From an optimization exercise on the open Yosys and OpenROAD flow, aimed at small area and few clock cycles per item; shortcuts taken in it are not production practice. Only simulation tests tie the RTL to the original design; equivalence was not proved. Power figures rest on the tool's default switching activity, not on a simulated workload.

==> flow/design.v <==
`timescale 1ns/1ps
module subc_divide(
    input  logic         clk,
    input  logic         rst,
    input  logic         invalid,
    output logic         inready,
    input  logic [31:0]  a,
    input  logic [31:0]  b,
    input  logic [5:0]   nbits,
    input  logic         outready,
    output logic         outvalid,
    output logic [31:0]  z
);
    localparam int K  = 2;
    localparam int MS = (32 + K - 1) / K;      
    localparam int QW = K * MS;                
    localparam int DW = 1;                     
    localparam int CW = 5;                     
    logic [31:0]   b_r;       
    logic [32:0]   n_r;       
    logic [QW-1:0] q_r;       
    logic [DW-1:0] d_r;       
    logic [CW-1:0] cnt;       
    logic          busy;      
    logic          ov;        
    assign inready  = ~busy & (~ov | outready);
    assign outvalid = ov;
    assign z        = 32'(q_r >> d_r);
    wire acc = invalid & inready;
    function automatic logic [33:0] step(input logic [32:0] ni, input logic [31:0] bi);
        logic [32:0] t, x, p, g, c, gg, pp, gn, pn, s;
        logic        neg;
        neg = ni[32];
        t   = {ni[31:0], 1'b0};
        x   = neg ? {1'b0, bi} : ~{1'b0, bi};
        p   = t ^ x;
        g   = t & x;
        gg  = {g[32:1], g[0] | (p[0] & ~neg)};    
        pp  = p;
        for (int l = 0; l < 6; l++) begin
            gn = gg;
            pn = pp;
            for (int i = 0; i < 33; i++)
                if (((i >> l) & 1) == 1) begin
                    gn[i] = gg[i] | (pp[i] & gg[((i >> l) << l) - 1]);
                    pn[i] = pp[i] & pp[((i >> l) << l) - 1];
                end
            gg = gn;
            pp = pn;
        end
        c   = {gg[31:0], ~neg};                    
        s   = p ^ c;
        step = {~s[32], s};
    endfunction
    logic [32:0]  rs [0:K];
    logic [K-1:0] qb;
    wire  [31:0]  bs = busy ? b_r : b;
    assign rs[0] = busy ? n_r : {1'b0, a};
    for (genvar i = 0; i < K; i++) begin : g_step
        wire [33:0] st = step(rs[i], bs);
        assign qb[K-1-i] = st[33];
        assign rs[i+1]   = st[32:0];
    end
    logic [CW-1:0] m_in;
    logic [DW-1:0] d_in;
    always_comb begin
        m_in = '0;
        d_in = '0;
        for (int i = 0; i <= 32; i++)
            if (nbits == 6'(i)) begin
                m_in = CW'((i + K - 1) / K);
                d_in = DW'(K * ((i + K - 1) / K) - i);
            end
    end
    always_ff @(posedge clk) begin
        n_r <= rs[K];
        b_r <= bs;
        if (acc)
            d_r <= d_in;
        if (acc)
            q_r <= (nbits == 6'd0) ? '0 : QW'(qb);
        else if (busy)
            q_r <= {q_r[QW-1-K:0], qb};
        if (~busy)
            cnt <= m_in - CW'(1);
        else
            cnt <= cnt - CW'(1);
    end
    always_ff @(posedge clk) begin
        if (rst) begin
            busy <= 1'b0;
            ov   <= 1'b0;
        end else if (busy) begin
            if (cnt == CW'(1)) begin
                busy <= 1'b0;
                ov   <= 1'b1;
            end
        end else if (acc) begin
            busy <= (m_in > CW'(1));
            ov   <= (m_in <= CW'(1));
        end else if (outready) begin
            ov   <= 1'b0;
        end
    end
endmodule
==> flow/config.mk <==
export PLATFORM = sky130hd
export DESIGN_NAME = subc_divide
export DESIGN_NICKNAME = subc_divide
export VERILOG_FILES = /design/flow/design.v
export SDC_FILE = /design/flow/constraint.sdc
export NUM_CORES = 4
export LEC_CHECK = 0
export CAP_MARGIN = 20
export CORE_MARGIN = 2
export CORE_UTILIZATION = 60
export CTS_BUF_LIST = sky130_fd_sc_hd__clkbuf_4 sky130_fd_sc_hd__clkbuf_8
export GPL_TIMING_DRIVEN = 0
export SLEW_MARGIN = 20
==> flow/constraint.sdc <==
create_clock -name core_clock -period 8.0 [get_ports {clk}]
set_input_delay 1.6000 -clock core_clock [delete_from_list [all_inputs] [get_ports {clk}]]
set_output_delay 1.6000 -clock core_clock [all_outputs]
set_load 0.01 [all_outputs]
standard.sh (not shown) runs the stock make flow with config.mk's settings and CLKGATE_MAP_FILE= SYNTH_SCRIPT=/design/flow/synth_recipe.tcl, a recipe that flattens the netlist after the stock synthesis.
==> flow/flow/run.sh <==
#!/bin/bash
# Own layout flow: the standard synthesis, then the combinational logic
# (only) re-mapped for area by ABC (flip-flops kept as they are), then the
# standard layout steps, with the port buffers made of buf_1 cells.
# Each tool's output goes to a log file of its own in this folder.
set -euo pipefail
here=$(pwd)
F=$here/flow
R=$here/orfs/results/$FLOW_PLATFORM/subc_divide/base
LIB=$FLOW_HOME/platforms/sky130hd/lib/sky130_fd_sc_hd__tt_025C_1v80.lib
export BUFFER_PORTS_ARGS="-buffer_cell sky130_fd_sc_hd__buf_1"

bash standard.sh synth > log_1_standard_synth.log 2>&1
cp "$R/1_2_yosys.v" "$here/std_synth.v"

DONTUSE=""
while read -r c; do DONTUSE="$DONTUSE -dont_use $c"; done < "$F/dont_use.txt"
sed -e "s|{LIB}|$LIB|g" -e "s|{NETIN}|$here/std_synth.v|" -e "s|{NET1}|$here/resynth1.v|" \
    -e "s|{ABC}|$F/area.abc|" -e "s|{DONTUSE}|$DONTUSE|" "$F/resynth1.ys" > resynth1.ys
yosys -s resynth1.ys > log_2_resynth1.log 2>&1
sed -e "s|{LIB}|$LIB|g" -e "s|{NET1}|$here/resynth1.v|" -e "s|{NETOUT}|$here/resynth2.v|" \
    "$F/resynth2.ys" > resynth2.ys
yosys -s resynth2.ys > log_3_resynth2.log 2>&1

# same flip-flops, by name and cell, as the standard synthesis
grep -oE '^ *sky130_fd_sc_hd__e?dfxtp_1 +[^ ]+' std_synth.v | sort > regs_std.txt
grep -oE '^ *sky130_fd_sc_hd__e?dfxtp_1 +[^ ]+' resynth2.v | sort > regs_new.txt
cmp regs_std.txt regs_new.txt

cp resynth2.v "$R/1_2_yosys.v"
rm -f "$R/1_synth.odb" "$R/1_synth.sdc"
bash standard.sh finish > log_4_standard_layout.log 2>&1
==> flow/flow/area.abc <==
strash; dch; amap; topo
Other scripts of this flow, unchanged in this note and not shown: flow/flow/dont_use.txt, flow/flow/resynth1.ys, flow/flow/resynth2.ys
The starting point completed, yet does not pass: setup timing.
Testbench counts at the start, summed over its fixed seeds: cycles 27,628, items 3,200.
Next try:
==> flow/flow/area.abc (replaced) <==
strash
dch
amap
strash
balance
dch
amap
topo
- GPL_TIMING_DRIVEN: 0 -> default
The new run produced a clean layout.
Setup slack improves by 0.32 ns.
Sequential power is about the same.
First-iteration DRC count drops by 6.7%.
Total power rises by 2.2%.
Next try:
==> flow/flow/area.abc (replaced) <==
strash; dch; amap; topo
- CAP_MARGIN: 20 -> 0
- CORE_UTILIZATION: 60 -> 55
- SLEW_MARGIN: 20 -> 0
Outcome: The new run went through all stages and came out clean; clock-buffer cell count decreases by 1; setup slack gains 0.27 ns; wire length decreases by 1.2%; register-to-register slack gets better by 0.36 ns; clock skew increases by 0.0047 ns.
Next try:
- CAP_MARGIN: 0 -> 20
- CORE_UTILIZATION: 55 -> 70
- SLEW_MARGIN: 0 -> 20
=>
- register-to-register slack got worse by 0.35 ns
- routed wire length grows by 3.1%
- flip-flop and latch count is unchanged
- global-route usage grows by 6.7 points
- setup slack got worse by 0.24 ns
- count of clock-buffer cells in the layout is unchanged
- cell count fell by 2.3%

[what the ideal ports hide]
No port has a modelled driver above. Below, the same layouts with a new extraction and two added sets of constraints.
Step 1: set_driving_cell puts a clkbuf_16 on clk and a buf_2 on each other input, an assumption about the parent block.
Step 2 also shifts input and output timing later by t, the mid clock arrival at the registers, as if the neighbouring blocks saw the same clock.
a / b / c = ideal / step 1 / step 2; a / b = the first two.
run	t, ns	setup slack, ns	worst data-port slew with drivers (ns)	pins driven straight from the clock port
the first run	0.420	-0.035 / -0.057 / -0.478	0.06	1
the second run	0.403	0.281 / 0.297 / -0.106	0.05	1
the third run	0.434	0.550 / 0.565 / 0.131	0.06	1
the fourth run	0.405	0.313 / 0.323 / -0.082	0.06	1
Met with ideal ports but missed after step 2: setup timing in the second run and the fourth run. For the first run, which loses most, drivers alone change the setup slack by -0.022 ns; drivers and shift together by -0.443 ns.
